Context: an optimization exercise on an open-source flow, tuned for small area. The choices shown serve that exercise and are no tape-out recipe. Only simulation tests tie the RTL to the original design; equivalence was not proved. In runs 1, 2 and 4 the design's own scripts or RTL, not TritonCTS, make the clock network. The clock port is modelled as an ideal driver, which makes a skipped or thinned clock tree look cheaper than it is; a real chip needs a root buffer or a tree. Power and IR drop assume default switching activity.

--- flow/design.v ---
module hit_table (input logic ins, input logic [2:0] row, input logic [2:0] col, output logic [3:0] code);
always_comb
    if (!ins) code = 4'b0000;
    else case ({row, col})
        6'd0: code = 4'b1100;
        6'd1: code = 4'b0101;
        6'd2: code = 4'b0101;
        6'd3: code = 4'b0101;
        6'd4: code = 4'b0101;
        6'd5: code = 4'b0101;
        6'd6: code = 4'b0101;
        6'd7: code = 4'b1110;
        6'd8: code = 4'b1000;
        6'd9: code = 4'b1100;
        6'd10: code = 4'b0101;
        6'd11: code = 4'b0101;
        6'd12: code = 4'b0101;
        6'd13: code = 4'b0101;
        6'd14: code = 4'b1110;
        6'd15: code = 4'b1010;
        6'd16: code = 4'b1000;
        6'd17: code = 4'b1000;
        6'd18: code = 4'b1100;
        6'd19: code = 4'b0101;
        6'd20: code = 4'b0101;
        6'd21: code = 4'b1110;
        6'd22: code = 4'b1010;
        6'd23: code = 4'b1010;
        6'd24: code = 4'b1000;
        6'd25: code = 4'b1000;
        6'd26: code = 4'b1000;
        6'd27: code = 4'b1100;
        6'd28: code = 4'b1110;
        6'd29: code = 4'b1010;
        6'd30: code = 4'b1010;
        6'd31: code = 4'b1010;
        6'd32: code = 4'b1101;
        6'd33: code = 4'b1101;
        6'd34: code = 4'b1101;
        6'd35: code = 4'b1101;
        6'd36: code = 4'b0001;
        6'd37: code = 4'b0001;
        6'd38: code = 4'b0001;
        6'd39: code = 4'b0001;
        6'd40: code = 4'b1101;
        6'd41: code = 4'b1101;
        6'd42: code = 4'b1101;
        6'd43: code = 4'b0110;
        6'd44: code = 4'b0110;
        6'd45: code = 4'b0001;
        6'd46: code = 4'b0001;
        6'd47: code = 4'b0001;
        6'd48: code = 4'b1101;
        6'd49: code = 4'b1101;
        6'd50: code = 4'b0110;
        6'd51: code = 4'b0110;
        6'd52: code = 4'b0110;
        6'd53: code = 4'b0110;
        6'd54: code = 4'b0001;
        6'd55: code = 4'b0001;
        6'd56: code = 4'b1101;
        6'd57: code = 4'b0110;
        6'd58: code = 4'b0110;
        6'd59: code = 4'b0110;
        6'd60: code = 4'b0110;
        6'd61: code = 4'b0110;
        6'd62: code = 4'b0110;
        6'd63: code = 4'b0001;
        default: code = 4'b0000;
    endcase
endmodule
module sprite_rom (
    input logic ins,
    input logic left,
    input logic right,
    input logic up,
    input logic [4:0] row,
    input logic [4:0] col,
    output logic [3:0] idx
);
wire new_n19, new_n20, new_n21, new_n22, new_n23, new_n24, new_n25,
    new_n26, new_n27, new_n28, new_n29, new_n30, new_n31, new_n32, new_n33,
    new_n34, new_n35, new_n36, new_n37, new_n38, new_n39, new_n40, new_n41,
    new_n42, new_n43, new_n44, new_n45, new_n46, new_n47, new_n48, new_n49,
    new_n50, new_n51, new_n52, new_n53, new_n54, new_n55, new_n56, new_n57,
    new_n58, new_n59, new_n60, new_n61, new_n62, new_n63, new_n64, new_n65,
    new_n66, new_n67, new_n68, new_n69, new_n70, new_n71, new_n72, new_n73,
    new_n74, new_n75, new_n76, new_n77, new_n78, new_n79, new_n80, new_n81,
    new_n82, new_n83, new_n84, new_n85, new_n86, new_n87, new_n88, new_n89,
    new_n90, new_n91, new_n92, new_n93, new_n94, new_n95, new_n96, new_n97,
    new_n98, new_n99, new_n100, new_n101, new_n102, new_n103, new_n104,
    new_n105, new_n106, new_n107, new_n108, new_n109, new_n110, new_n111,
    new_n112, new_n113, new_n114, new_n115, new_n116, new_n117, new_n118,
    new_n119, new_n120, new_n121, new_n122, new_n123, new_n124, new_n125,
    new_n126, new_n127, new_n128, new_n129, new_n130, new_n131, new_n132,
    new_n133, new_n134, new_n135, new_n136, new_n137, new_n138, new_n139,
    new_n140, new_n141, new_n142, new_n143, new_n144, new_n145, new_n146,
    new_n147, new_n148, new_n149, new_n150, new_n151, new_n152, new_n153,
    new_n154, new_n155, new_n156, new_n157, new_n158, new_n159, new_n160,
    new_n161, new_n162, new_n163, new_n164, new_n165, new_n166, new_n167,
    new_n168, new_n169, new_n170, new_n171, new_n172, new_n173, new_n174,
    new_n175, new_n176, new_n177, new_n178, new_n179, new_n180, new_n181,
    new_n182, new_n183, new_n184, new_n185, new_n186, new_n187, new_n188,
    new_n189, new_n190, new_n191, new_n192, new_n193, new_n194, new_n195,
    new_n196, new_n197, new_n198, new_n199, new_n200, new_n201, new_n202,
    new_n203, new_n204, new_n205, new_n206, new_n207, new_n208, new_n209,
    new_n210, new_n211, new_n212, new_n213, new_n214, new_n215, new_n216,
    new_n217, new_n218, new_n219, new_n220, new_n221, new_n222, new_n223,
    new_n224, new_n225, new_n226, new_n227, new_n228, new_n229, new_n230,
    new_n231, new_n232, new_n233, new_n235, new_n236, new_n237, new_n238,
    new_n239, new_n240, new_n241, new_n242, new_n243, new_n244, new_n245,
    new_n246, new_n247, new_n248, new_n249, new_n250, new_n251, new_n252,
    new_n253, new_n254, new_n255, new_n256, new_n257, new_n258, new_n259,
    new_n260, new_n261, new_n262, new_n263, new_n264, new_n265, new_n266,
    new_n267, new_n268, new_n270, new_n271, new_n272, new_n273, new_n274,
    new_n275, new_n276, new_n277, new_n278, new_n279, new_n280, new_n281,
    new_n282, new_n283, new_n284, new_n285, new_n286, new_n287, new_n288,
    new_n289, new_n290, new_n291, new_n292, new_n293, new_n294, new_n295,
    new_n296, new_n298, new_n299, new_n300, new_n301, new_n302, new_n303,
    new_n304, new_n305, new_n306, new_n307, new_n308, new_n309, new_n310,
    new_n311, new_n312, new_n313;
  assign new_n19 = row[1] & row[0];
  assign new_n20 = ~row[2] & ~new_n19;
  assign new_n21 = ~col[3] & ~col[2];
  assign new_n22 = col[3] & col[2];
  assign new_n23 = ~new_n21 & ~new_n22;
  assign new_n24 = ~up & ~new_n23;
  assign new_n25 = ~col[3] & ~col[1];
  assign new_n26 = col[3] & col[1];
  assign new_n27 = ~new_n25 & ~new_n26;
  assign new_n28 = new_n24 & new_n27;
  assign new_n29 = ~col[1] & ~col[0];
  assign new_n30 = col[1] & col[0];
  assign new_n31 = ~new_n29 & ~new_n30;
  assign new_n32 = col[2] & ~col[1];
  assign new_n33 = ~col[2] & col[1];
  assign new_n34 = ~new_n32 & ~new_n33;
  assign new_n35 = ~new_n31 & ~new_n34;
  assign new_n36 = up & new_n32;
  assign new_n37 = ~new_n35 & ~new_n36;
  assign new_n38 = ~new_n28 & new_n37;
  assign new_n39 = new_n23 & new_n38;
  assign new_n40 = ~new_n24 & ~new_n39;
  assign new_n41 = ~new_n20 & ~new_n40;
  assign new_n42 = row[4] & row[3];
  assign new_n43 = ~col[4] & ~col[3];
  assign new_n44 = col[4] & col[3];
  assign new_n45 = ~new_n43 & ~new_n44;
  assign new_n46 = new_n23 & new_n34;
  assign new_n47 = ~up & col[3];
  assign new_n48 = col[4] & ~new_n47;
  assign new_n49 = new_n31 & ~new_n48;
  assign new_n50 = new_n46 & ~new_n49;
  assign new_n51 = ~new_n45 & ~new_n50;
  assign new_n52 = new_n42 & ~new_n51;
  assign new_n53 = ~new_n31 & new_n46;
  assign new_n54 = new_n45 & ~new_n53;
  assign new_n55 = col[4] & col[2];
  assign new_n56 = ~col[4] & ~col[2];
  assign new_n57 = ~new_n55 & ~new_n56;
  assign new_n58 = new_n38 & ~new_n57;
  assign new_n59 = new_n45 & ~new_n58;
  assign new_n60 = ~up & new_n59;
  assign new_n61 = ~new_n31 & ~new_n55;
  assign new_n62 = up & ~new_n32;
  assign new_n63 = ~new_n57 & new_n62;
  assign new_n64 = ~new_n61 & new_n63;
  assign new_n65 = ~new_n24 & ~new_n64;
  assign new_n66 = ~new_n60 & new_n65;
  assign new_n67 = ~new_n54 & new_n66;
  assign new_n68 = new_n45 & ~new_n67;
  assign new_n69 = row[1] & ~new_n68;
  assign new_n70 = new_n52 & ~new_n69;
  assign new_n71 = row[4] & ~row[3];
  assign new_n72 = ~row[1] & ~row[0];
  assign new_n73 = new_n51 & ~new_n72;
  assign new_n74 = row[2] & new_n19;
  assign new_n75 = ~new_n20 & ~new_n74;
  assign new_n76 = up & row[2];
  assign new_n77 = row[1] & new_n76;
  assign new_n78 = new_n75 & ~new_n77;
  assign new_n79 = ~new_n73 & ~new_n78;
  assign new_n80 = ~col[0] & new_n32;
  assign new_n81 = new_n57 & ~new_n80;
  assign new_n82 = ~new_n45 & ~new_n81;
  assign new_n83 = new_n31 & ~new_n57;
  assign new_n84 = new_n30 & new_n44;
  assign new_n85 = ~new_n83 & ~new_n84;
  assign new_n86 = ~up & ~new_n85;
  assign new_n87 = ~new_n82 & ~new_n86;
  assign new_n88 = row[2] & ~new_n72;
  assign new_n89 = ~new_n41 & ~new_n88;
  assign new_n90 = new_n68 & ~new_n89;
  assign new_n91 = new_n87 & ~new_n90;
  assign new_n92 = new_n79 & ~new_n91;
  assign new_n93 = ~new_n79 & ~new_n90;
  assign new_n94 = ~new_n92 & ~new_n93;
  assign new_n95 = new_n71 & new_n94;
  assign new_n96 = ~new_n70 & ~new_n95;
  assign new_n97 = up & ~row[2];
  assign new_n98 = new_n52 & new_n97;
  assign new_n99 = ~new_n70 & ~new_n98;
  assign new_n100 = row[2] & ~row[1];
  assign new_n101 = ~new_n38 & new_n100;
  assign new_n102 = ~row[2] & row[1];
  assign new_n103 = new_n38 & new_n102;
  assign new_n104 = new_n68 & new_n103;
  assign new_n105 = ~new_n101 & ~new_n104;
  assign new_n106 = ~new_n99 & new_n105;
  assign new_n107 = new_n76 & new_n106;
  assign new_n108 = ~new_n96 & ~new_n107;
  assign new_n109 = new_n41 & new_n108;
  assign new_n110 = up & ~new_n72;
  assign new_n111 = new_n94 & new_n110;
  assign new_n112 = ~new_n28 & new_n68;
  assign new_n113 = new_n71 & new_n112;
  assign new_n114 = ~new_n111 & new_n113;
  assign new_n115 = ~new_n41 & ~new_n108;
  assign new_n116 = new_n114 & ~new_n115;
  assign new_n117 = ~new_n109 & new_n116;
  assign new_n118 = up & new_n81;
  assign new_n119 = new_n40 & ~new_n118;
  assign new_n120 = ~up & row[1];
  assign new_n121 = ~row[2] & ~new_n120;
  assign new_n122 = new_n68 & ~new_n121;
  assign new_n123 = ~row[1] & ~new_n110;
  assign new_n124 = new_n66 & ~new_n123;
  assign new_n125 = ~new_n19 & ~new_n124;
  assign new_n126 = ~new_n122 & new_n125;
  assign new_n127 = ~up & ~new_n59;
  assign new_n128 = new_n68 & ~new_n127;
  assign new_n129 = ~row[2] & ~new_n128;
  assign new_n130 = ~new_n126 & ~new_n129;
  assign new_n131 = ~row[3] & ~new_n130;
  assign new_n132 = ~new_n19 & new_n67;
  assign new_n133 = row[3] & new_n88;
  assign new_n134 = ~new_n87 & new_n133;
  assign new_n135 = ~new_n132 & new_n134;
  assign new_n136 = ~new_n23 & new_n34;
  assign new_n137 = new_n67 & new_n136;
  assign new_n138 = ~row[4] & ~new_n137;
  assign new_n139 = ~new_n135 & new_n138;
  assign new_n140 = ~new_n131 & new_n139;
  assign new_n141 = new_n19 & new_n66;
  assign new_n142 = row[2] & ~new_n19;
  assign new_n143 = new_n59 & new_n142;
  assign new_n144 = ~new_n141 & ~new_n143;
  assign new_n145 = ~row[3] & ~new_n144;
  assign new_n146 = new_n140 & new_n145;
  assign new_n147 = new_n119 & new_n146;
  assign new_n148 = ~left & ~right;
  assign new_n149 = new_n59 & new_n71;
  assign new_n150 = new_n41 & new_n149;
  assign new_n151 = new_n148 & ~new_n150;
  assign new_n152 = ~new_n147 & new_n151;
  assign new_n153 = new_n24 & new_n126;
  assign new_n154 = new_n106 & ~new_n153;
  assign new_n155 = ~row[2] & new_n72;
  assign new_n156 = ~new_n88 & ~new_n155;
  assign new_n157 = new_n59 & ~new_n72;
  assign new_n158 = ~up & ~new_n157;
  assign new_n159 = new_n112 & new_n158;
  assign new_n160 = ~new_n156 & ~new_n159;
  assign new_n161 = new_n51 & ~new_n160;
  assign new_n162 = new_n20 & ~new_n119;
  assign new_n163 = ~new_n161 & new_n162;
  assign new_n164 = ~row[4] & row[3];
  assign new_n165 = new_n67 & ~new_n136;
  assign new_n166 = ~new_n19 & ~new_n72;
  assign new_n167 = ~up & ~new_n88;
  assign new_n168 = ~new_n166 & new_n167;
  assign new_n169 = ~new_n51 & ~new_n168;
  assign new_n170 = ~new_n165 & ~new_n169;
  assign new_n171 = new_n164 & ~new_n170;
  assign new_n172 = ~new_n149 & ~new_n171;
  assign new_n173 = ~up & ~new_n31;
  assign new_n174 = new_n34 & new_n173;
  assign new_n175 = ~new_n19 & ~new_n174;
  assign new_n176 = new_n87 & new_n175;
  assign new_n177 = new_n88 & ~new_n176;
  assign new_n178 = ~new_n112 & new_n177;
  assign new_n179 = ~new_n172 & ~new_n178;
  assign new_n180 = ~new_n160 & ~new_n165;
  assign new_n181 = new_n179 & ~new_n180;
  assign new_n182 = ~new_n163 & new_n181;
  assign new_n183 = ~new_n154 & ~new_n182;
  assign new_n184 = new_n152 & new_n183;
  assign new_n185 = ~new_n117 & new_n184;
  assign new_n186 = new_n23 & new_n100;
  assign new_n187 = ~new_n46 & ~new_n100;
  assign new_n188 = ~new_n186 & ~new_n187;
  assign new_n189 = new_n23 & new_n102;
  assign new_n190 = new_n42 & ~new_n189;
  assign new_n191 = new_n54 & new_n190;
  assign new_n192 = ~new_n188 & new_n191;
  assign new_n193 = ~new_n148 & ~new_n192;
  assign new_n194 = ~row[3] & ~new_n88;
  assign new_n195 = ~row[4] & ~new_n133;
  assign new_n196 = ~new_n194 & new_n195;
  assign new_n197 = ~new_n75 & new_n196;
  assign new_n198 = new_n35 & new_n197;
  assign new_n199 = ~row[1] & new_n34;
  assign new_n200 = left & ~col[3];
  assign new_n201 = ~left & col[3];
  assign new_n202 = ~new_n200 & ~new_n201;
  assign new_n203 = ~row[1] & new_n27;
  assign new_n204 = new_n202 & ~new_n203;
  assign new_n205 = ~new_n199 & ~new_n204;
  assign new_n206 = ~row[2] & new_n205;
  assign new_n207 = new_n71 & ~new_n186;
  assign new_n208 = ~new_n206 & new_n207;
  assign new_n209 = new_n27 & new_n202;
  assign new_n210 = new_n88 & ~new_n209;
  assign new_n211 = ~new_n166 & ~new_n210;
  assign new_n212 = new_n164 & ~new_n211;
  assign new_n213 = ~new_n208 & ~new_n212;
  assign new_n214 = ~new_n198 & new_n213;
  assign new_n215 = ~new_n35 & new_n82;
  assign new_n216 = new_n45 & ~new_n46;
  assign new_n217 = ~new_n197 & ~new_n216;
  assign new_n218 = ~new_n215 & ~new_n217;
  assign new_n219 = ~new_n34 & ~new_n202;
  assign new_n220 = ~new_n211 & ~new_n219;
  assign new_n221 = new_n88 & ~new_n220;
  assign new_n222 = row[3] & ~new_n20;
  assign new_n223 = ~new_n221 & new_n222;
  assign new_n224 = new_n46 & ~new_n166;
  assign new_n225 = ~row[3] & new_n20;
  assign new_n226 = ~row[4] & ~new_n225;
  assign new_n227 = ~new_n224 & new_n226;
  assign new_n228 = new_n54 & new_n227;
  assign new_n229 = ~new_n223 & new_n228;
  assign new_n230 = new_n218 & ~new_n229;
  assign new_n231 = ~new_n214 & new_n230;
  assign new_n232 = new_n193 & ~new_n231;
  assign new_n233 = ins & ~new_n232;
  assign idx[3] = ~new_n185 & new_n233;
  assign new_n235 = ~new_n146 & new_n148;
  assign new_n236 = ~new_n66 & new_n155;
  assign new_n237 = new_n66 & new_n164;
  assign new_n238 = ~new_n71 & ~new_n237;
  assign new_n239 = new_n20 & ~new_n238;
  assign new_n240 = new_n112 & new_n239;
  assign new_n241 = ~new_n236 & ~new_n240;
  assign new_n242 = new_n179 & new_n241;
  assign new_n243 = ~up & row[2];
  assign new_n244 = ~new_n110 & new_n240;
  assign new_n245 = ~new_n106 & ~new_n244;
  assign new_n246 = ~new_n243 & ~new_n245;
  assign new_n247 = ~new_n242 & ~new_n246;
  assign new_n248 = new_n235 & new_n247;
  assign new_n249 = ~new_n190 & ~new_n208;
  assign new_n250 = ~new_n187 & new_n207;
  assign new_n251 = row[2] & ~new_n250;
  assign new_n252 = ~new_n249 & ~new_n251;
  assign new_n253 = ~row[4] & ~row[3];
  assign new_n254 = new_n75 & new_n253;
  assign new_n255 = ~new_n252 & ~new_n254;
  assign new_n256 = ~new_n189 & new_n207;
  assign new_n257 = ~row[1] & new_n202;
  assign new_n258 = new_n256 & ~new_n257;
  assign new_n259 = ~new_n46 & ~new_n258;
  assign new_n260 = ~new_n164 & ~new_n259;
  assign new_n261 = row[2] & new_n27;
  assign new_n262 = new_n260 & ~new_n261;
  assign new_n263 = ~new_n212 & new_n216;
  assign new_n264 = ~new_n262 & new_n263;
  assign new_n265 = new_n255 & new_n264;
  assign new_n266 = new_n218 & ~new_n265;
  assign new_n267 = ~new_n148 & ~new_n266;
  assign new_n268 = ins & ~new_n267;
  assign idx[2] = ~new_n248 & new_n268;
  assign new_n270 = ~new_n87 & new_n197;
  assign new_n271 = new_n152 & new_n270;
  assign new_n272 = ~row[2] & new_n165;
  assign new_n273 = ~new_n76 & ~new_n272;
  assign new_n274 = new_n106 & new_n273;
  assign new_n275 = ~new_n197 & ~new_n274;
  assign new_n276 = new_n235 & new_n275;
  assign new_n277 = ~new_n271 & ~new_n276;
  assign new_n278 = ~new_n114 & ~new_n149;
  assign new_n279 = new_n94 & ~new_n160;
  assign new_n280 = ~new_n278 & ~new_n279;
  assign new_n281 = ~new_n60 & new_n178;
  assign new_n282 = new_n60 & ~new_n178;
  assign new_n283 = new_n171 & ~new_n282;
  assign new_n284 = ~new_n281 & new_n283;
  assign new_n285 = ~new_n280 & ~new_n284;
  assign new_n286 = ~new_n277 & new_n285;
  assign new_n287 = ~new_n148 & new_n199;
  assign new_n288 = new_n204 & new_n287;
  assign new_n289 = ~new_n193 & ~new_n288;
  assign new_n290 = ~row[2] & ~new_n205;
  assign new_n291 = new_n256 & ~new_n290;
  assign new_n292 = ~new_n197 & ~new_n291;
  assign new_n293 = new_n218 & ~new_n292;
  assign new_n294 = ~new_n229 & ~new_n293;
  assign new_n295 = ~new_n289 & new_n294;
  assign new_n296 = ins & ~new_n295;
  assign idx[1] = ~new_n286 & new_n296;
  assign new_n298 = new_n127 & new_n136;
  assign new_n299 = new_n140 & ~new_n298;
  assign new_n300 = new_n148 & ~new_n299;
  assign new_n301 = ~new_n108 & new_n300;
  assign new_n302 = row[2] & new_n219;
  assign new_n303 = ~new_n72 & ~new_n302;
  assign new_n304 = ~row[4] & ~new_n303;
  assign new_n305 = ~new_n260 & ~new_n304;
  assign new_n306 = new_n255 & ~new_n305;
  assign new_n307 = new_n54 & ~new_n306;
  assign new_n308 = new_n31 & ~new_n75;
  assign new_n309 = new_n215 & ~new_n308;
  assign new_n310 = new_n196 & ~new_n309;
  assign new_n311 = new_n193 & ~new_n310;
  assign new_n312 = ~new_n307 & new_n311;
  assign new_n313 = ins & ~new_n312;
  assign idx[0] = ~new_n301 & new_n313;
endmodule
module palette (
    input logic [3:0] idx,
    input logic mode_sel,
    input logic invert,
    output logic [7:0] rgb,
    output logic dr
);
wire new_n16, new_n17, new_n18, new_n19, new_n20, new_n21, new_n22,
    new_n23, new_n24, new_n25, new_n26, new_n27, new_n28, new_n29, new_n32,
    new_n33, new_n34, new_n35, new_n36, new_n37, new_n38, new_n40, new_n41,
    new_n42, new_n43, new_n44, new_n46, new_n47, new_n48, new_n49, new_n51,
    new_n52, new_n53, new_n54, new_n56, new_n57, new_n58, new_n60, new_n61,
    new_n63, new_n64, new_n65;
  assign new_n16 = idx[3] & ~idx[1];
  assign new_n17 = idx[2] & new_n16;
  assign new_n18 = ~idx[3] & ~idx[0];
  assign new_n19 = invert & ~new_n16;
  assign new_n20 = ~new_n18 & new_n19;
  assign new_n21 = ~new_n17 & ~new_n20;
  assign new_n22 = ~idx[2] & ~idx[1];
  assign new_n23 = idx[2] & idx[1];
  assign new_n24 = ~idx[3] & ~new_n23;
  assign new_n25 = ~new_n22 & ~new_n24;
  assign new_n26 = ~idx[3] & idx[0];
  assign new_n27 = mode_sel & new_n22;
  assign new_n28 = new_n26 & new_n27;
  assign new_n29 = ~new_n25 & ~new_n28;
  assign rgb[7] = ~new_n21 | ~new_n29;
  assign dr = new_n25 | new_n26;
  assign new_n32 = idx[0] & mode_sel;
  assign new_n33 = new_n23 & ~new_n32;
  assign new_n34 = idx[2] & ~new_n33;
  assign new_n35 = ~new_n18 & ~new_n34;
  assign new_n36 = idx[3] & idx[0];
  assign new_n37 = ~invert & new_n36;
  assign new_n38 = new_n35 & new_n37;
  assign rgb[6] = dr & ~new_n38;
  assign new_n40 = ~idx[0] & ~new_n23;
  assign new_n41 = ~idx[3] & idx[2];
  assign new_n42 = ~new_n27 & ~new_n41;
  assign new_n43 = ~new_n40 & new_n42;
  assign new_n44 = ~invert & ~new_n43;
  assign rgb[5] = dr & ~new_n44;
  assign new_n46 = ~idx[2] & new_n36;
  assign new_n47 = idx[1] & new_n46;
  assign new_n48 = new_n21 & ~new_n47;
  assign new_n49 = ~idx[3] & new_n33;
  assign rgb[4] = ~new_n48 | new_n49;
  assign new_n51 = new_n33 & ~new_n44;
  assign new_n52 = idx[1] & new_n26;
  assign new_n53 = ~new_n33 & new_n52;
  assign new_n54 = new_n21 & ~new_n53;
  assign rgb[3] = new_n51 | ~new_n54;
  assign new_n56 = idx[1] & ~new_n26;
  assign new_n57 = ~invert & ~new_n56;
  assign new_n58 = new_n25 & new_n57;
  assign rgb[2] = dr & ~new_n58;
  assign new_n60 = ~idx[3] & ~new_n40;
  assign new_n61 = ~new_n35 & new_n60;
  assign rgb[1] = ~new_n48 | new_n61;
  assign new_n63 = ~new_n27 & ~new_n46;
  assign new_n64 = new_n35 & new_n63;
  assign new_n65 = ~invert & ~new_n64;
  assign rgb[0] = dr & ~new_n65;
endmodule
module Player_Block_T (
    input  logic        clk,
    input  logic        resetN,
    input  logic [10:0] pixelX,
    input  logic [10:0] pixelY,
    input  logic        startOfFrame,
    input  logic        up_key,
    input  logic        down_key,
    input  logic        left_key,
    input  logic        right_key,
    input  logic        column_collision,
    input  logic [1:0]  speed_level,
    input  logic        mode_sel,
    input  logic        game_on,
    input  logic        player_hit,
    input  logic        turbo_pulse,
    output logic [10:0] player_topLeftX,
    output logic [10:0] player_topLeftY,
    output logic        playerDR,
    output logic [7:0]  playerRGB,
    output logic        player_invulnerable
);
localparam logic [2:0] IDLE_ST = 3'd0, MOVE_ST = 3'd1, SOF_ST = 3'd2, CHG_ST = 3'd3, LIM_ST = 3'd4;
localparam logic [3:0] HIT_EMPTY = 4'b0010;
logic [2:0]  st;
logic [10:0] x;
logic [9:0]  y;
logic [10:1] x_hi;                      
logic [9:1]  y_hi;
logic        x_lo, y_lo;                
assign x = {x_hi, x_lo};
assign y = {y_hi, y_lo};
logic [1:0]  spd;                       
logic        f_up, f_dn, f_lf, f_rt;    
logic        ydir, xdir;                
logic [3:0]  hit;
logic [3:0]  hit_code;                  
logic [2:0] amt;                        
assign amt = (spd == 2'd1) ? 3'd3 : (spd == 2'd2) ? 3'd4 : 3'd2;
logic [10:0] dxm;
logic [9:0]  dym;
assign dxm = (f_lf | f_rt) ? (xdir ? {8'd0, amt} : -{8'd0, amt}) : 11'd0;
assign dym = (f_up | f_dn) ? (ydir ? {7'd0, amt} : -{7'd0, amt}) : 10'd0;
wire in_move  = (st == MOVE_ST);
wire hit_open = (hit[1:0] != 2'b11) && (hit != HIT_EMPTY);
logic [10:0] x_n;
logic [9:0]  y_n;
always_comb begin
    x_n = x;
    y_n = y;
    case (st)
        IDLE_ST: begin x_n = 11'd30; y_n = 10'd96; end
        SOF_ST: begin
            if (hit[3]) x_n = (x & ~11'h3f) | 11'd30;
            if (hit[2]) y_n = (y & ~10'h3f) | 10'd32;
        end
        CHG_ST: begin x_n = x + dxm; y_n = y + dym; end
        LIM_ST: begin
            if (x < 11'd30)   x_n = 11'd30;
            if (x > 11'd1182) x_n = 11'd1182;
            if (y < 10'd96)   y_n = 10'd96;
            if (y > 10'd864)  y_n = 10'd864;
        end
        default: ;
    endcase
end
always_ff @(posedge clk or negedge resetN)
    if (!resetN) begin
        st  <= IDLE_ST;
        spd <= 2'd0;
        x_hi <= 10'd0;
        y_hi <= 9'd0;
    end else begin
        x_hi <= x_n[10:1];
        y_hi <= y_n[9:1];
        case (st)
            IDLE_ST: if (game_on) st <= MOVE_ST;
            MOVE_ST: if (startOfFrame) st <= SOF_ST;
            SOF_ST:  st <= CHG_ST;
            CHG_ST:  begin spd <= speed_level; st <= LIM_ST; end
            default: st <= game_on ? MOVE_ST : IDLE_ST;
        endcase
    end
always_ff @(posedge clk) begin
    x_lo <= x_n[0];
    y_lo <= y_n[0];
end
always_ff @(posedge clk) begin
    if (st == IDLE_ST || st == CHG_ST) begin
        f_up <= 1'b0; f_dn <= 1'b0; f_lf <= 1'b0; f_rt <= 1'b0;
    end else if (in_move) begin
        if (up_key)    f_up <= 1'b1;
        if (down_key)  f_dn <= 1'b1;
        if (left_key)  f_lf <= 1'b1;
        if (right_key) f_rt <= 1'b1;
        if (down_key && !f_dn)       ydir <= 1'b1;
        else if (up_key && !f_up)    ydir <= 1'b0;
        if (right_key && !f_rt)      xdir <= 1'b1;
        else if (left_key && !f_lf)  xdir <= 1'b0;
    end
    if (st == IDLE_ST || st == SOF_ST)
        hit <= HIT_EMPTY;
    else if (in_move && column_collision) begin
        if (hit == HIT_EMPTY)
            hit <= hit_code;
        else if (hit_open && hit_code != hit && hit_code != 4'b0000)
            hit <= {hit[3] | hit_code[3], hit[2] | hit_code[2], 2'b11};
    end
end
assign player_topLeftX = {1'b0, x[10:1]};
assign player_topLeftY = {2'b0, y[9:1]};
logic [10:0] dx;
logic [9:0]  dy;
assign dx = {1'b0, pixelX[9:0]} - {1'b0, x[10:1]};
assign dy = {1'b0, pixelY[8:0]} - {1'b0, y[9:1]};
logic       ins;
logic [4:0] ox, oy;
always_ff @(posedge clk or negedge resetN)
    if (!resetN) ins <= 1'b0;
    else         ins <= (dx[10:5] == 6'd0) && (dy[9:5] == 5'd0);
always_ff @(posedge clk) begin
    ox <= dx[4:0];
    oy <= dy[4:0];
end
logic [3:0] idx_n, hc_n, col_idx;
sprite_rom rom (.ins(ins), .left(left_key), .right(right_key), .up(up_key),
                .row(oy), .col(ox), .idx(idx_n));
hit_table ht (.ins(ins), .row(oy[4:2]), .col(ox[4:2]), .code(hc_n));
always_ff @(posedge clk) begin
    col_idx  <= idx_n;
    hit_code <= hc_n;
end
logic [4:0] s;
always_ff @(posedge clk or negedge resetN)
    if (!resetN)          s <= 5'd0;
    else if (s == 5'd0)   begin if (player_hit) s <= 5'd1; end
    else if (s == 5'd22)  s <= 5'd0;
    else if (turbo_pulse) s <= s + 5'd1;
assign player_invulnerable = (s != 5'd0);
palette pal (.idx(col_idx), .mode_sel(mode_sel), .invert(s[0]),
             .dr(playerDR), .rgb(playerRGB));
endmodule
--- flow/flow/run.sh ---
#!/bin/bash
# Layout flow: the standard synthesis; then an area-oriented re-mapping of the
# combinational logic only (every register instance is kept as synthesis made it);
# then the standard layout steps, with single-strength port buffers and a
# lighter clock tree (flow/cts_hook.tcl). Each tool's output goes to a log_*.log file here.
set -euo pipefail
HERE=$(pwd)
R=$HERE/orfs/results/sky130hd/Player_Block_T/base

# 1. standard synthesis, unchanged
bash standard.sh synth > log_1_standard_synth.log 2>&1
cp "$R/1_2_yosys.v" "$HERE/standard_1_2_yosys.v"

# 2. re-map the combinational logic for area (registers are black boxes here);
#    8 runs with different optimisation seeds, the smallest netlist is kept;
bash flow/remap.sh "$HERE/standard_1_2_yosys.v" "$HERE/remapped_r1.v" "$HERE/remap_r1" 8 "-J 1000" \
    > log_2_remap_round1.log 2>&1
#    a second round starts from the first round's best netlist
bash flow/remap.sh "$HERE/remapped_r1.v" "$HERE/remapped_1_2_yosys.v" "$HERE/remap_r2" 8 "-J 300" \
    > log_2_remap_round2.log 2>&1
cp "$HERE/remapped_1_2_yosys.v" "$R/1_2_yosys.v"
touch "$R/1_2_yosys.v"

# 3. the rest of the standard layout
export BUFFER_PORTS_ARGS="-buffer_cell sky130_fd_sc_hd__buf_1"
export SKIP_REPAIR_TIE_FANOUT=1
export PRE_CTS_TCL="$HERE/flow/cts_hook.tcl"
export FLOW_CLK_K=4
export FLOW_CLK_SLEW_PS=105
bash standard.sh > log_3_standard_layout.log 2>&1
--- flow/flow/cts_hook.tcl ---
rename clock_tree_synthesis __orfs_clock_tree_synthesis
proc clock_tree_synthesis { args } {
  set block [ord::get_db_block]
  set port_net [[$block findBTerm clk] getNet]
  set master [[ord::get_db] findMaster sky130_fd_sc_hd__clkbuf_4]
  set k $::env(FLOW_CLK_K)
  set pins {}
  foreach it [$port_net getITerms] {
    set loc [[$it getInst] getLocation]
    lappend pins [list $it [lindex $loc 0] [lindex $loc 1]]
  }
  set n [llength $pins]
  # k-means, seeded with pins spread along x+y order
  set sorted [lsort -integer -index 1 $pins]
  set cx {}; set cy {}
  for {set c 0} {$c < $k} {incr c} {
    set p [lindex $sorted [expr {int(($c + 0.5) * $n / $k)}]]
    lappend cx [lindex $p 1]; lappend cy [lindex $p 2]
  }
  for {set iter 0} {$iter < 50} {incr iter} {
    set assign {}
    foreach p $pins {
      set best 0; set bd 1e30
      for {set c 0} {$c < $k} {incr c} {
        set dx [expr {[lindex $p 1] - [lindex $cx $c]}]; set dy [expr {[lindex $p 2] - [lindex $cy $c]}]
        set d [expr {abs($dx) + abs($dy)}]
        if {$d < $bd} { set bd $d; set best $c }
      }
      lappend assign $best
    }
    for {set c 0} {$c < $k} {incr c} { set sx($c) 0; set sy($c) 0; set sn($c) 0 }
    foreach p $pins a $assign {
      set sx($a) [expr {$sx($a) + [lindex $p 1]}]; set sy($a) [expr {$sy($a) + [lindex $p 2]}]; incr sn($a)
    }
    set ncx {}; set ncy {}
    for {set c 0} {$c < $k} {incr c} {
      if {$sn($c) > 0} { lappend ncx [expr {$sx($c) / $sn($c)}]; lappend ncy [expr {$sy($c) / $sn($c)}] } else { lappend ncx [lindex $cx $c]; lappend ncy [lindex $cy $c] }
    }
    set cx $ncx; set cy $ncy
  }
  for {set c 0} {$c < $k} {incr c} {
    if {$sn($c) == 0} continue
    set buf [odb::dbInst_create $block $master clkbuf_leaf_$c]
    set net [odb::dbNet_create $block clknet_leaf_$c]
    $net setSigType CLOCK
    [$buf findITerm A] connect $port_net
    [$buf findITerm X] connect $net
    $buf setLocation [lindex $cx $c] [lindex $cy $c]
    $buf setPlacementStatus PLACED
    set nets($c) $net
  }
  foreach p $pins a $assign {
    set it [lindex $p 0]
    $it disconnect
    $it connect $nets($a)
  }
  set_propagated_clock [all_clocks]
  foreach size {8 16 none} {
    estimate_parasitics -placement
    set upsized 0
    for {set c 0} {$c < $k} {incr c} {
      if {$sn($c) == 0} continue
      set worst 0
      foreach it [$nets($c) getITerms] {
        if {[$it isOutputSignal]} continue
        set pin [get_pins [[$it getInst] getName]/[[$it getMTerm] getName]]
        set sl [expr {[get_property $pin slew_max] * 1000.0}]
        if {$sl > $worst} { set worst $sl }
      }
      set bufinst [$block findInst clkbuf_leaf_$c]
      puts "clock buffer $c ([[$bufinst getMaster] getName]) drives $sn($c) clock pins, worst slew [format %.1f $worst] ps"
      if {$worst > $::env(FLOW_CLK_SLEW_PS) && $size ne "none"} {
        $bufinst swapMaster [[ord::get_db] findMaster sky130_fd_sc_hd__clkbuf_$size]
        set upsized 1
      }
    }
    if {!$upsized} break
  }
  unset_propagated_clock [all_clocks]
}
--- flow/flow/remap.abc ---
strash
&get -n
&deepsyn @T@ -S @SEED@
&put
dch -f
amap
topo
dnsize
--- flow/flow/remap.sh ---
#!/bin/bash
# remap.sh IN.v OUT.v WORKDIR NSEEDS "DEEPSYN-LIMIT-OPTIONS"
# Re-maps the combinational logic of IN.v for area NSEEDS times in parallel, each
# with its own seed for ABC's &deepsyn, and keeps the smallest result as OUT.v.
set -euo pipefail
IN=$1; OUT=$2; W=$3; NS=$4; T=$5
HERE=$(cd "$(dirname "$0")" && pwd)
LIB=$FLOW_HOME/platforms/sky130hd/lib/sky130_fd_sc_hd__tt_025C_1v80.lib
DU=$(grep -o 'cell *( *"\{0,1\}sky130_fd_sc_hd__\(lpflow\|probe\|fill\)[a-z0-9_]*' "$LIB" \
     | sed 's/.*sky130/sky130/' | sort -u | sed 's/^/-dont_use /' | tr '\n' ' ')
mkdir -p "$W"
for ((s = 0; s < NS; s++)); do
  sed -e "s|@SEED@|$s|g" -e "s|@T@|$T|g" "$HERE/remap.abc" > "$W/remap_$s.abc"
  sed -e "s|@LIB@|$LIB|g" -e "s|@DU@|$DU|" -e "s|@IN@|$IN|" \
      -e "s|@OUT@|$W/remapped_$s.v|" -e "s|@ABC@|$W/remap_$s.abc|" \
      "$HERE/remap.ys" > "$W/remap_$s.ys"
  (yosys -s "$W/remap_$s.ys" > "$W/log_remap_yosys_$s.log" 2>&1 || true) &
done
wait
best=""; best_area=""
for ((s = 0; s < NS; s++)); do
  a=$(grep 'Chip area' "$W/log_remap_yosys_$s.log" | tail -1 | grep -o '[0-9.]*$' || true)
  if [[ -n "$a" ]] && grep -q "Found and reported 0 problems" "$W/log_remap_yosys_$s.log"; then
    echo "seed $s: area $a"
    if [[ -z "$best" ]] || (( $(echo "$a < $best_area" | bc -l) )); then best=$s; best_area=$a; fi
  else
    echo "seed $s: failed"
  fi
done
[[ -n "$best" ]] || { echo "no re-mapping succeeded"; exit 1; }
echo "keeping seed $best (area $best_area)"
cp "$W/remapped_$best.v" "$OUT"
--- flow/flow/remap.ys ---
# Re-map the combinational cells of the standard synthesis netlist for area.
# Register cells (and tie cells) stay black boxes, so they keep names and types.
read_liberty -ignore_miss_func @LIB@
blackbox sky130_fd_sc_hd__df* sky130_fd_sc_hd__edf* sky130_fd_sc_hd__sdf* sky130_fd_sc_hd__dl* sky130_fd_sc_hd__conb_1
read_verilog @IN@
hierarchy -top Player_Block_T
flatten
opt_clean
stat
abc -liberty @LIB@ @DU@ -script @ABC@
opt_clean -purge
hilomap -singleton -hicell sky130_fd_sc_hd__conb_1 HI -locell sky130_fd_sc_hd__conb_1 LO
splitnets
opt_clean -purge
stat -liberty @LIB@

write_verilog -noattr -noexpr -nohex -nodec @OUT@
# sanity check of the written netlist with the cells as black boxes
design -reset
read_liberty -lib @LIB@
read_verilog @OUT@
hierarchy -top Player_Block_T
check -assert
--- flow/standard.sh ---
#!/bin/bash
# synth_recipe.tcl (not shown) runs the flow's synth.tcl, then flattens the netlist and writes it again
# the make line also repeats each setting of config.mk as NAME=value (left out here)
make -C /OpenROAD-flow-scripts/flow DESIGN_CONFIG=/design/flow/config.mk WORK_HOME=/design/flow/orfs CLKGATE_MAP_FILE= SYNTH_SCRIPT=/design/flow/synth_recipe.tcl "${@:-finish}"
--- flow/config.mk ---
export PLATFORM = sky130hd
export DESIGN_NAME = Player_Block_T
export DESIGN_NICKNAME = Player_Block_T
export VERILOG_FILES = /design/flow/design.v
export SDC_FILE = /design/flow/constraint.sdc
export NUM_CORES = 8
export LEC_CHECK = 0
export ABC_AREA = 1
export CAP_MARGIN = 20
export CORE_MARGIN = 2
export CORE_UTILIZATION = 65
export PLACE_DENSITY = 0.75
export SLEW_MARGIN = 20
--- flow/constraint.sdc ---
create_clock -name core_clock -period 10.0 [get_ports {clk}]
set_input_delay 2.0000 -clock core_clock [delete_from_list [all_inputs] [get_ports {clk}]]
set_output_delay 2.0000 -clock core_clock [all_outputs]
set_load 0.01 [all_outputs]
==> impl_metrics.py, run 1 <==
metrics = {
    "global_routing": {
        "grt_max_degree": 31,
        "grt_overflow": 0,
        "grt_pass1_vias": 4353,
        "grt_pass1_wl_mm": 20.0,
        "antenna_found_initial": 0,
        "grtUsageTotal": 0.334,
    },
    "power_and_ir_drop": {
        "p_per_area_nw_per_um2": 300,
        "p_leak_nw": 1.64,
        "ir_worst_vdd_mv": 0.239,
    },
    "clocking": {
        "postCtsHoldBufs": 0,
        "cts_setup_buffers": 0,
        "clk_latency_ns": 0.14,
        "clkSlewWorstSetupHoldPaths_ns": 0.08,
        "cts_resized": 0,
    },
    "synth": {
        "syn_nets": 651,
        "netlist_area_sq_um": 4140,
        "syn_area_per_cell_sq_um": 6.72,
        "ys_warn_count": 2,
        "synth_cells": 615,
    },
    "die": {
        "num_rows": 29,
        "die_w_um": 83.8,
        "io_pins": 68,
        "initial_utilization": 0.663,
        "core_sq_um": 6240,
        "die_area_sq_um": 7020,
        "chipHeight_um": 83.8,
    },
    "final_layout": {
        "fillers": 502,
        "layout_commonest_cell": "nor2_1",
        "final_cell_mix": "139 x nor2_1, 100 x clkinv_1, 70 x o21ai_0, 60 x buf_1, 46 x a21oi_1",
        "nets": 718,
        "drive_gt1_frac": 0.00735,
        "area_growth_pct": 9.77,
        "antenna_cells": 0,
    },
    "drt": {
        "drc": 0,
        "ant_nets": 0,
        "routed_wirelength_mm": 11.8,
        "route.detailed.wl_per_inst_um": 15.5,
        "vias": 4835,
        "drtPass1Iterations": 5,
        "drt_iter0_drc": 395,
        "viasPerCell": 6.39,
    },
    "min_path": {
        "hp-class": "flop to flop",
    },
    "timing": {
        "rsz0062_at_grt": "no",
        "finalSetupViolCount": 0,
        "fmax_mhz": 178,
        "hold_ws_ns": 0.506,
        "post-route-period-util": 0.563,
        "worst_slew_pin_slew_ns": 0.967,
        "hold_viol": 0,
        "slew_viol_final": 0,
        "post-route-min-period_ns": 5.63,
        "slew_headroom": 0.339,
        "clock_skew_ns": 0.00619,
        "setup_tns_ns": 0,
    },
    "placement": {
        "place_congestion": 1.08,
        "portBuffers": 61,
        "dp_hpwl_mm": 9.18,
    },
    "outcome": {
        "status": "no timing/DRC/antenna violations",
    },
    "setup_path": {
        "crit_type": "input port to flop",
        "worst-path-max-fanout": 14,
        "worstPathRequired_ns": 10.07,
        "arrival_ns": 5.70,
        "critPathLaunchType": "input port",
        "worstSetupEndpointType": "flop",
    },
    "job": {
        "max-cap-violations": 0,
    },
}
==> power breakdown <==
group	switching (mW)	internal (mW)	leakage (nW)
logic	0.572	0.263	0.986
registers	0.0912	0.321	0.619
clock network	0.0604	0.0545	0.0390
==> state kept, by name, summed over array words and instances (netlist names), 2 cells and up <==
register,flops
spd,2
oy,5
y_hi,9
hit,4
hit_code,4
st,3
x_hi,10
col_idx,4
s,5
ox,5
==> final timing paths <==
kind	end	slack [ns]	start	cells after the start
min in group asynchronous	y_hi[1]	1.94	resetN	1
max reg2reg	col_idx[3]	5.66	ox[2]	15
max	col_idx[3]	4.37	up_key	14
min	f_up	0.51	f_up	2
max in group asynchronous	s[2]	7.52	resetN	1
min reg2reg	f_up	0.51	f_up	2
==> layer usage <==
metal / track usage / wire [um] / up-vias / share of wire
met3: 0.0307 / 951 / 36 / 0.081
met1: 0.443 / 4860 / 2204 / 0.41
li1: - / - / 2317 / -
met5: 0 / 0 / - / 0
met2: 0.581 / 5590 / 278 / 0.47
met4: 0.0982 / 371 / 0 / 0.032
==> metrics by stage <==
step | util | setup slack (ns) | total power [mW] | instances | cell area, sq um
6_report | 0.727 | 4.37 | 1.36 | 757 | 4540
5_1_grt | 0.727 | 4.14 | 1.48 | 757 | 4540
4_1_cts | 0.727 | 4.44 | 1.31 | 757 | 4540
3_5_place_dp | 0.715 | 4.44 | 1.22 | 753 | 4460
3_3_place_gp | 0.715 | 4.45 | 1.20 | 753 | 4460
2_1_floorplan | - | 5.19 | 1.00 | 615 | 4140
==> critical path, stage by stage <==
cell       delay, ns
buf_1           0.50
nor3_1          0.09
a2111oi_0       0.71
a21oi_1         0.21
clkinv_1        0.11
nor2_1          0.09
nor2_1          0.24
clkinv_1        0.18
a21oi_1         0.16
o21ai_0         0.13
a2111oi_0       0.79
a21oi_1         0.18
nor4bb_1        0.19
nor3_1          0.11
==> area by class of cell <==
type / count / area (sq um) / area share
inverter: 100 / 375 / 0.0827
tap: 77 / 96.3 / 0.0212
buffer: 4 / 77.6 / 0.0171
timing repair buffer: 61 / 230 / 0.0507
sequential: 60 / 1390 / 0.307
multi-input combinational: 455 / 2370 / 0.522
==> run 2, diff against run 1 <==
--- a/flow/design.v
+++ b/flow/design.v
@@ -526,6 +526,10 @@
 assign dym = (f_up | f_dn) ? (ydir ? {7'd0, amt} : -{7'd0, amt}) : 10'd0;
 wire in_move  = (st == MOVE_ST);
 wire hit_open = (hit[1:0] != 2'b11) && (hit != HIT_EMPTY);
+wire x_below = (x[10:5] == 6'd0) & ~(x[2] & x[1]);                  
+wire x_above = x[10] & x[7] & (x[5] | (x[4:0] == 5'b11111));        
+wire y_below = (y[9:5] == 5'b00010);                                 
+wire y_above = y[9] & y[8] & y[6] & y[5] & (y[2:0] != 3'd0);        
 logic [10:0] x_n;
 logic [9:0]  y_n;
 always_comb begin
@@ -539,10 +543,10 @@
         end
         CHG_ST: begin x_n = x + dxm; y_n = y + dym; end
         LIM_ST: begin
-            if (x < 11'd30)   x_n = 11'd30;
-            if (x > 11'd1182) x_n = 11'd1182;
-            if (y < 10'd96)   y_n = 10'd96;
-            if (y > 10'd864)  y_n = 10'd864;
+            if (x_below) x_n = 11'd30;
+            if (x_above) x_n = 11'd1182;
+            if (y_below) y_n = 10'd96;
+            if (y_above) y_n = 10'd864;
         end
         default: ;
     endcase
--- a/flow/flow/run.sh
+++ b/flow/flow/run.sh
@@ -12,12 +12,9 @@
 cp "$R/1_2_yosys.v" "$HERE/standard_1_2_yosys.v"
 
 # 2. re-map the combinational logic for area (registers are black boxes here);
-#    8 runs with different optimisation seeds, the smallest netlist is kept;
-bash flow/remap.sh "$HERE/standard_1_2_yosys.v" "$HERE/remapped_r1.v" "$HERE/remap_r1" 8 "-J 1000" \
-    > log_2_remap_round1.log 2>&1
-#    a second round starts from the first round's best netlist
-bash flow/remap.sh "$HERE/remapped_r1.v" "$HERE/remapped_1_2_yosys.v" "$HERE/remap_r2" 8 "-J 300" \
-    > log_2_remap_round2.log 2>&1
+#    16 runs with different optimisation seeds, the smallest netlist is kept
+bash flow/remap.sh "$HERE/standard_1_2_yosys.v" "$HERE/remapped_1_2_yosys.v" "$HERE/remap" 16 "-J 1000" \
+    > log_2_remap.log 2>&1
 cp "$HERE/remapped_1_2_yosys.v" "$R/1_2_yosys.v"
 touch "$R/1_2_yosys.v"
 
@@ -26,5 +23,6 @@
 export SKIP_REPAIR_TIE_FANOUT=1
 export PRE_CTS_TCL="$HERE/flow/cts_hook.tcl"
 export FLOW_CLK_K=4
+export FLOW_CLK_MODE=bisect
 export FLOW_CLK_SLEW_PS=105
 bash standard.sh > log_3_standard_layout.log 2>&1
--- a/flow/flow/cts_hook.tcl
+++ b/flow/flow/cts_hook.tcl
@@ -10,6 +10,23 @@
     lappend pins [list $it [lindex $loc 0] [lindex $loc 1]]
   }
   set n [llength $pins]
+  if {[info exists ::env(FLOW_CLK_MODE)] && $::env(FLOW_CLK_MODE) eq "bisect"} {
+    # balanced: split by x into halves, then each half by y (k = 4)
+    set k 4
+    set byx [lsort -integer -index 1 $pins]
+    set h [expr {$n / 2}]
+    set groups [list [lrange $byx 0 [expr {$h - 1}]] [lrange $byx $h end]]
+    set pins {}; set assign {}
+    set c 0
+    foreach g $groups {
+      set byy [lsort -integer -index 2 $g]
+      set m [expr {[llength $byy] / 2}]
+      foreach p [lrange $byy 0 [expr {$m - 1}]] { lappend pins $p; lappend assign $c }
+      incr c
+      foreach p [lrange $byy $m end] { lappend pins $p; lappend assign $c }
+      incr c
+    }
+  } else {
   # k-means, seeded with pins spread along x+y order
   set sorted [lsort -integer -index 1 $pins]
   set cx {}; set cy {}
@@ -37,6 +54,15 @@
       if {$sn($c) > 0} { lappend ncx [expr {$sx($c) / $sn($c)}]; lappend ncy [expr {$sy($c) / $sn($c)}] } else { lappend ncx [lindex $cx $c]; lappend ncy [lindex $cy $c] }
     }
     set cx $ncx; set cy $ncy
+  }
+  }
+  for {set c 0} {$c < $k} {incr c} { set sx($c) 0; set sy($c) 0; set sn($c) 0 }
+  foreach p $pins a $assign {
+    set sx($a) [expr {$sx($a) + [lindex $p 1]}]; set sy($a) [expr {$sy($a) + [lindex $p 2]}]; incr sn($a)
+  }
+  set cx {}; set cy {}
+  for {set c 0} {$c < $k} {incr c} {
+    if {$sn($c) > 0} { lappend cx [expr {$sx($c) / $sn($c)}]; lappend cy [expr {$sy($c) / $sn($c)}] } else { lappend cx 0; lappend cy 0 }
   }
   for {set c 0} {$c < $k} {incr c} {
     if {$sn($c) == 0} continue
==> run 2 against run 1 <==
- sequential power about the same
- combinational power down 4.7%
- synthesized area down 0.57%
- critical endpoint is now col_idx[1]
- register-to-register slack worse by 1.2 ns
- worst hold slack worse by 0.011 ns
- still clean on timing, DRC and antenna
==> impl_metrics.py, run 2 <==
metrics = {
    "timing": {
        "slew_viol_final": 0,
        "post-route-period-util": 0.623,
        "worst_slew_pin_slew_ns": 1.02,
        "slew_headroom": 0.305,
        "hold_viol": 0,
        "rsz0062_at_grt": "no",
        "post-route-min-period_ns": 6.23,
        "setup_tns_ns": 0,
        "finalSetupViolCount": 0,
        "fmax_mhz": 161,
        "clock_skew_ns": 0.0129,
        "hold_ws_ns": 0.495,
    },
    "synth": {
        "syn_nets": 636,
        "synth_cells": 600,
        "ys_warn_count": 2,
        "netlist_area_sq_um": 4110,
        "syn_area_per_cell_sq_um": 6.85,
    },
    "die": {
        "chipHeight_um": 83.5,
        "num_rows": 28,
        "die_w_um": 83.5,
        "initial_utilization": 0.682,
        "io_pins": 68,
        "die_area_sq_um": 6980,
        "core_sq_um": 6030,
    },
    "outcome": {
        "status": "no timing/DRC/antenna violations",
    },
    "placement": {
        "dp_hpwl_mm": 9.39,
        "portBuffers": 61,
        "placed_cell_area_sq_um": 4440,
        "place_congestion": 0.995,
    },
    "setup_path": {
        "worst-path-max-fanout": 9,
        "crit_chain": "buf_1 > clkinv_1 > nor2_1 > nor2_1 > a22oi_1 > nor2_1 > nor2_1 > clkinv_1 > nand2_1 > o311ai_0 > nor2_1 > nor2_1 > a311oi_1 > a311oi_1 > nor3b_1 > a21oi_1 > o21ai_0 > o32a_1 > a2111oi_0 > nor3_1",
        "crit_top_cell": "nor2_1",
        "worstPathRequired_ns": 10.01,
        "crit_type": "input port to flop",
        "path_buf_inv": 3,
        "crit_family": "compound AO/OA/AOI/OAI gates",
        "critPathLaunchType": "input port",
        "slowest_delay_ns": 0.53,
        "worstSetupEndpointType": "flop",
        "arrival_ns": 6.24,
        "cp_slowest_cell": "a2111oi_0",
    },
    "power_and_ir_drop": {
        "ir_worst_vdd_mv": 0.179,
        "p_per_area_nw_per_um2": 292,
        "finalPower_mw": 1.31,
        "p_leak_nw": 1.58,
    },
    "global_routing": {
        "grt_overflow": 0,
        "grt_max_degree": 31,
        "grt_pass1_wl_mm": 19.8,
        "grtUsageTotal": 0.336,
        "antenna_found_initial": 0,
        "grt_pass1_vias": 4456,
    },
    "drt": {
        "drtPass1Iterations": 6,
        "drc": 0,
        "drt_iter0_drc": 366,
        "vias": 4845,
        "viasPerCell": 6.55,
        "routed_wirelength_mm": 12.1,
        "route.detailed.wl_per_inst_um": 16.4,
        "ant_nets": 0,
    },
    "final_layout": {
        "area_growth_pct": 9.49,
        "layout_commonest_cell": "nor2_1",
        "drive_gt1_frac": 0.00752,
        "antenna_cells": 0,
        "nets": 703,
        "largest_register_ffs": 10,
        "top_regs": "x_hi: 10 flops, y_hi: 9 flops",
        "top_register": "x_hi",
        "stdcell_area_sq_um": 4500,
        "final_cell_mix": "134 x nor2_1, 105 x clkinv_1, 60 x o21ai_0, 60 x buf_1, 38 x a21oi_1",
    },
    "clocking": {
        "postCtsHoldBufs": 0,
        "clkSlewWorstSetupHoldPaths_ns": 0.10,
        "cts_resized": 0,
        "clk_latency_ns": 0.15,
        "cts_setup_buffers": 0,
    },
    "min_path": {
        "hp-class": "flop to flop",
    },
    "job": {
        "max-cap-violations": 0,
    },
}
run 2: tightest hold or removal path, stage by stage (launching register included):
cell and delay (ns):
dfxtp_1 0.34, clkinv_1 0.05, o22ai_1 0.06
run 2: path summary, 6_finish.rpt:
| check | slack, ns | cells past startpoint | startpoint | end |
|---|---|---|---|---|
| worst max register to register | 4.42 | 19 | ox[3] | col_idx[1] |
| min in group asynchronous | 1.93 | 1 | resetN | spd[1] |
| worst min register to register | 0.50 | 2 | f_dn | f_dn |
| worst min-delay path | 0.50 | 2 | f_dn | f_dn |
| max in group asynchronous | 7.52 | 1 | resetN | s[1] |
| worst max-delay path | 3.77 | 20 | up_key | col_idx[1] |
run 2: where the power goes:
part	internal [mW]	switching (mW)
logic	0.249	0.548
registers	0.322	0.0866
clock network	0.0458	0.0631
run 2: area by class of cell:
type                    instances  area, sq um
fillers                       459         1520
repair buffers                 61          230
well taps                      75         93.8
flip-flops and latches         60         1390
plain buffers                   4         66.3
multi-input cells             435         2330
inverters                     105          394
run 2: per-layer routing:
metal	up-vias	global-route usage	part of all wire
li1	2289	-	-
met1	2178	0.433	0.40
met2	339	0.609	0.49
met3	39	0.0109	0.084
met4	0	0.117	0.029
met5	-	0	0
run 2: per-stage QoR:
stage	instances	utilization	setup slack, ns
global placement	736	0.736	3.80
CTS	740	0.747	3.88
global route	740	0.747	3.39
detailed placement	736	0.736	3.88
finish	740	0.747	3.77
floorplan	600	-	5.01
==> run 3, diff against run 2 <==
--- a/flow/design.v
+++ b/flow/design.v
@@ -530,27 +530,24 @@
 wire x_above = x[10] & x[7] & (x[5] | (x[4:0] == 5'b11111));        
 wire y_below = (y[9:5] == 5'b00010);                                 
 wire y_above = y[9] & y[8] & y[6] & y[5] & (y[2:0] != 3'd0);        
+wire is_idle = (st == IDLE_ST);
+wire is_sof  = (st == SOF_ST);
+wire is_chg  = (st == CHG_ST);
+wire is_lim  = (st == LIM_ST);
+wire [10:0] xs = x + (is_chg ? dxm : 11'd0);
+wire [9:0]  ys = y + (is_chg ? dym : 10'd0);
+wire x_clamp = is_lim & (x_below | x_above);
+wire y_clamp = is_lim & (y_below | y_above);
+wire x_ld_lo = is_idle | (is_sof & hit[3]) | x_clamp;
+wire y_ld_lo = is_idle | (is_sof & hit[2]) | y_clamp;
+wire x_ld_hi = is_idle | x_clamp;
+wire y_ld_hi = is_idle | y_clamp;
 logic [10:0] x_n;
 logic [9:0]  y_n;
-always_comb begin
-    x_n = x;
-    y_n = y;
-    case (st)
-        IDLE_ST: begin x_n = 11'd30; y_n = 10'd96; end
-        SOF_ST: begin
-            if (hit[3]) x_n = (x & ~11'h3f) | 11'd30;
-            if (hit[2]) y_n = (y & ~10'h3f) | 10'd32;
-        end
-        CHG_ST: begin x_n = x + dxm; y_n = y + dym; end
-        LIM_ST: begin
-            if (x_below) x_n = 11'd30;
-            if (x_above) x_n = 11'd1182;
-            if (y_below) y_n = 10'd96;
-            if (y_above) y_n = 10'd864;
-        end
-        default: ;
-    endcase
-end
+assign x_n[5:0]  = x_ld_lo ? 6'b011110 : xs[5:0];
+assign x_n[10:6] = x_ld_hi ? ((is_lim & x_above) ? 5'b10010 : 5'b00000) : xs[10:6];
+assign y_n[5:0]  = y_ld_lo ? 6'b100000 : ys[5:0];
+assign y_n[9:6]  = y_ld_hi ? ((is_lim & y_above) ? 4'b1101 : 4'b0001) : ys[9:6];
 always_ff @(posedge clk or negedge resetN)
     if (!resetN) begin
         st  <= IDLE_ST;
@@ -573,6 +570,10 @@
     y_lo <= y_n[0];
 end
 always_ff @(posedge clk) begin
+    ydir <= (in_move & down_key & ~f_dn) | (ydir & ~(in_move & up_key & ~f_up));
+    xdir <= (in_move & right_key & ~f_rt) | (xdir & ~(in_move & left_key & ~f_lf));
+end
+always_ff @(posedge clk) begin
     if (st == IDLE_ST || st == CHG_ST) begin
         f_up <= 1'b0; f_dn <= 1'b0; f_lf <= 1'b0; f_rt <= 1'b0;
     end else if (in_move) begin
@@ -580,10 +581,6 @@
         if (down_key)  f_dn <= 1'b1;
         if (left_key)  f_lf <= 1'b1;
         if (right_key) f_rt <= 1'b1;
-        if (down_key && !f_dn)       ydir <= 1'b1;
-        else if (up_key && !f_up)    ydir <= 1'b0;
-        if (right_key && !f_rt)      xdir <= 1'b1;
-        else if (left_key && !f_lf)  xdir <= 1'b0;
     end
     if (st == IDLE_ST || st == SOF_ST)
         hit <= HIT_EMPTY;
--- a/flow/config.mk
+++ b/flow/config.mk
@@ -8,6 +8,6 @@
 export ABC_AREA = 1
 export CAP_MARGIN = 20
 export CORE_MARGIN = 2
-export CORE_UTILIZATION = 65
-export PLACE_DENSITY = 0.75
+export CORE_UTILIZATION = 78
+export PLACE_DENSITY = 0.88
 export SLEW_MARGIN = 20
==> run 3 against run 2 <==
- the flow now stops in 3_3_place_gp
- synthesized area shrank 0.55%
- synthesized cell count increased by 1.8%
==> impl_metrics.py, run 3 <==
metrics = {
    "synth": {
        "synth_cells": 611,
        "syn_area_per_cell_sq_um": 6.69,
        "ys_warn_count": 2,
        "syn_nets": 647,
        "netlist_area_sq_um": 4090,
    },
    "die": {
        "initial_utilization": 0.806,
        "num_rows": 26,
        "io_pins": 68,
        "die_w_um": 76.4,
        "chipHeight_um": 76.4,
    },
    "outcome": {
        "stop_stage": "3_3_place_gp",
        "error": "[ERROR GPL-0301] Utilization 101.309 % exceeds 100%.",
        "status": "stopped before the end",
    },
    "placement": {
        "portBuffers": 61,
    },
}
==> run 4, diff against run 3 <==
--- a/flow/config.mk
+++ b/flow/config.mk
@@ -8,6 +8,6 @@
 export ABC_AREA = 1
 export CAP_MARGIN = 20
 export CORE_MARGIN = 2
-export CORE_UTILIZATION = 78
-export PLACE_DENSITY = 0.88
+export CORE_UTILIZATION = 65
+export PLACE_DENSITY = 0.75
 export SLEW_MARGIN = 20
==> run 4 against run 3 <==
- now clean on timing, DRC and antenna
- synthesized cell count unchanged
- synthesized area did not move
==> impl_metrics.py, run 4 <==
metrics = {
    "outcome": {
        "status": "no timing/DRC/antenna violations",
    },
    "job": {
        "max-cap-violations": 0,
    },
    "power_and_ir_drop": {
        "power_frac_comb": 0.622,
        "p_leak_nw": 1.62,
        "ir_worst_vdd_mv": 0.206,
        "p_sw_uw": 757,
        "seq_power_share": 0.306,
        "swShare": 0.545,
        "p_int_uw": 633,
        "finalPower_mw": 1.39,
        "clockPowerShare": 0.072,
        "p_per_area_nw_per_um2": 310,
    },
    "timing": {
        "finalSetupViolCount": 0,
        "fmax_mhz": 169,
        "worst_slew_pin_slew_ns": 0.845,
        "post-route-period-util": 0.592,
        "slew_headroom": 0.429,
        "rsz0062_at_grt": "no",
        "clock_skew_ns": 0.00720,
        "hold_viol": 0,
        "slew_viol_final": 0,
        "setup_tns_ns": 0,
        "post-route-min-period_ns": 5.92,
    },
    "synth": {
        "syn_area_per_cell_sq_um": 6.69,
        "syn_nets": 647,
        "synth_cells": 611,
        "ys_warn_count": 2,
        "netlist_area_sq_um": 4090,
    },
    "final_layout": {
        "final_cell_mix": "136 x nor2_1, 88 x clkinv_1, 60 x buf_1, 58 x o21ai_0, 49 x nand2_1",
        "final_util": 0.748,
        "top_regs": "x_hi: 10 flops, y_hi: 9 flops",
        "finalNonFillerCells": 753,
        "nets": 716,
        "area_growth_pct": 9.64,
        "largest_register_ffs": 10,
        "top_register": "x_hi",
        "drive_gt1_frac": 0.0103,
        "stdcell_area_sq_um": 4480,
        "antenna_cells": 0,
        "layout_commonest_cell": "nor2_1",
    },
    "min_path": {
        "hp-class": "flop to flop",
        "hold_depth": 2,
        "hp-start": "f_up",
    },
    "drt": {
        "ant_nets": 0,
        "viasPerCell": 6.58,
        "route.detailed.wl_per_inst_um": 15.7,
        "routed_wirelength_mm": 11.8,
        "vias": 4958,
        "drtPass1Iterations": 5,
        "drc": 0,
        "drt_iter0_drc": 575,
    },
    "clocking": {
        "cts_setup_buffers": 0,
        "clkSlewWorstSetupHoldPaths_ns": 0.10,
        "clk_latency_ns": 0.16,
        "postCtsHoldBufs": 0,
        "cts_resized": 0,
    },
    "die": {
        "chipHeight_um": 83.3,
        "die_area_sq_um": 6940,
        "initial_utilization": 0.683,
        "io_pins": 68,
        "num_rows": 28,
        "core_sq_um": 5990,
        "die_w_um": 83.3,
    },
    "setup_path": {
        "r2r_start": "ox[2]",
        "critPathLaunchType": "input port",
        "crit_start": "up_key",
        "reg2regPathDepth": 18,
        "arrival_ns": 5.97,
        "crit_type": "input port to flop",
        "worst-path-max-fanout": 12,
        "worstPathRequired_ns": 10.05,
        "worstSetupEndpointType": "flop",
    },
    "placement": {
        "portBuffers": 61,
        "place_congestion": 1.02,
        "placed_cell_area_sq_um": 4430,
        "dpl.cell_count": 749,
        "dp_hpwl_mm": 8.97,
    },
    "global_routing": {
        "grt_pass1_wl_mm": 19.7,
        "grt_pass1_vias": 4443,
        "grt_overflow": 0,
        "grt_max_degree": 31,
        "grtUsageTotal": 0.328,
        "antenna_found_initial": 0,
    },
}
-- run 4: metal layers --
layer | track usage | share of wire | vias to the layer above
met2 | 0.558 | 0.47 | 321
li1 | - | - | 2330
met4 | 0.118 | 0.036 | 0
met3 | 0.0388 | 0.097 | 63
met1 | 0.429 | 0.40 | 2244
met5 | 0 | 0 | -
-- run 4: layout make-up --
class / count / area (sq um)
Multi-Input combinational cell: 463 / 2410
Fill cell: 453 / 1510
Sequential cell: 60 / 1350
Inverter: 88 / 330
Timing Repair Buffer: 63 / 245
Tap cell: 75 / 93.8
Buffer: 4 / 55.1
-- run 4: path summary, 6_finish.rpt --
path | to | slack (ns)
worst max-delay path | col_idx[3] | 4.08
max in group asynchronous | y_hi[3] | 7.57
min in group asynchronous | s[0] | 1.91
worst min-delay path | f_up | 0.48
worst max register to register | col_idx[3] | 5.75
worst min register to register | f_up | 0.48
-- run 4: critical path: stages --
cell and delay (ns):
buf_1 0.30, clkinv_1 0.41, a211oi_1 0.32, nor3_1 0.13, o21ai_0 0.39, nor2_1 0.14
nor2_1 0.10, o21ai_0 0.16, nor2_1 0.45, clkinv_1 0.24, nor2_1 0.18, a221oi_1 0.09
o31ai_1 0.15, clkinv_1 0.15, o22ai_1 0.22, nor2_1 0.08, a21oi_1 0.12, nor3_1 0.07
nor3_1 0.18, nor3_1 0.06
-- run 4: power groups by stage --
stage | combinational [mW] | clock (mW) | sequential (mW)
after floorplan | 0.609 | 0 | 0.408
after global placement | 0.807 | 0 | 0.421
after detailed placement | 0.822 | 0 | 0.427
after CTS | 0.827 | 0.0727 | 0.428
after global routing | 0.945 | 0.109 | 0.438
final | 0.865 | 0.0999 | 0.426
-- run 4: through the flow --
step	hold slack [ns]	setup WS, ns
6_report	0.485	4.08
5_1_grt	0.502	3.77
4_1_cts	0.466	4.12
3_5_place_dp	0.466	4.12
3_3_place_gp	0.457	4.08
2_1_floorplan	0.443	5.23

afterwards: timing with drivers on the ports:
How much do the figures lean on ideal ports? The routed layouts below were timed once more, with nothing changed but the port constraints.
Step 1: set_driving_cell puts a clkbuf_16 on clk and a buf_2 on each other input, an assumption about the parent block.
Step 2 times the ports against the registers' clock, not the clock port: input delays grow and output delays shrink by t, the midpoint of the rising clock arrivals with the driver on.
Three values: ideal, step 1, step 2; two values: the first two.
| run | t (ns) | setup slack, ns | worst setup path at the end |
|---|---|---|---|
| run 1 | 0.211 | 4.368 / 4.412 / 4.201 | input to register |
| run 2 | 0.213 | 3.770 / 3.813 / 3.600 | input to register |
| run 4 | 0.217 | 4.078 / 4.117 / 3.900 | input to register |
After both steps every run listed still meets setup and hold. The setup slack of run 4, which loses most, moves by +0.039 ns with the drivers and by -0.178 ns with both steps.
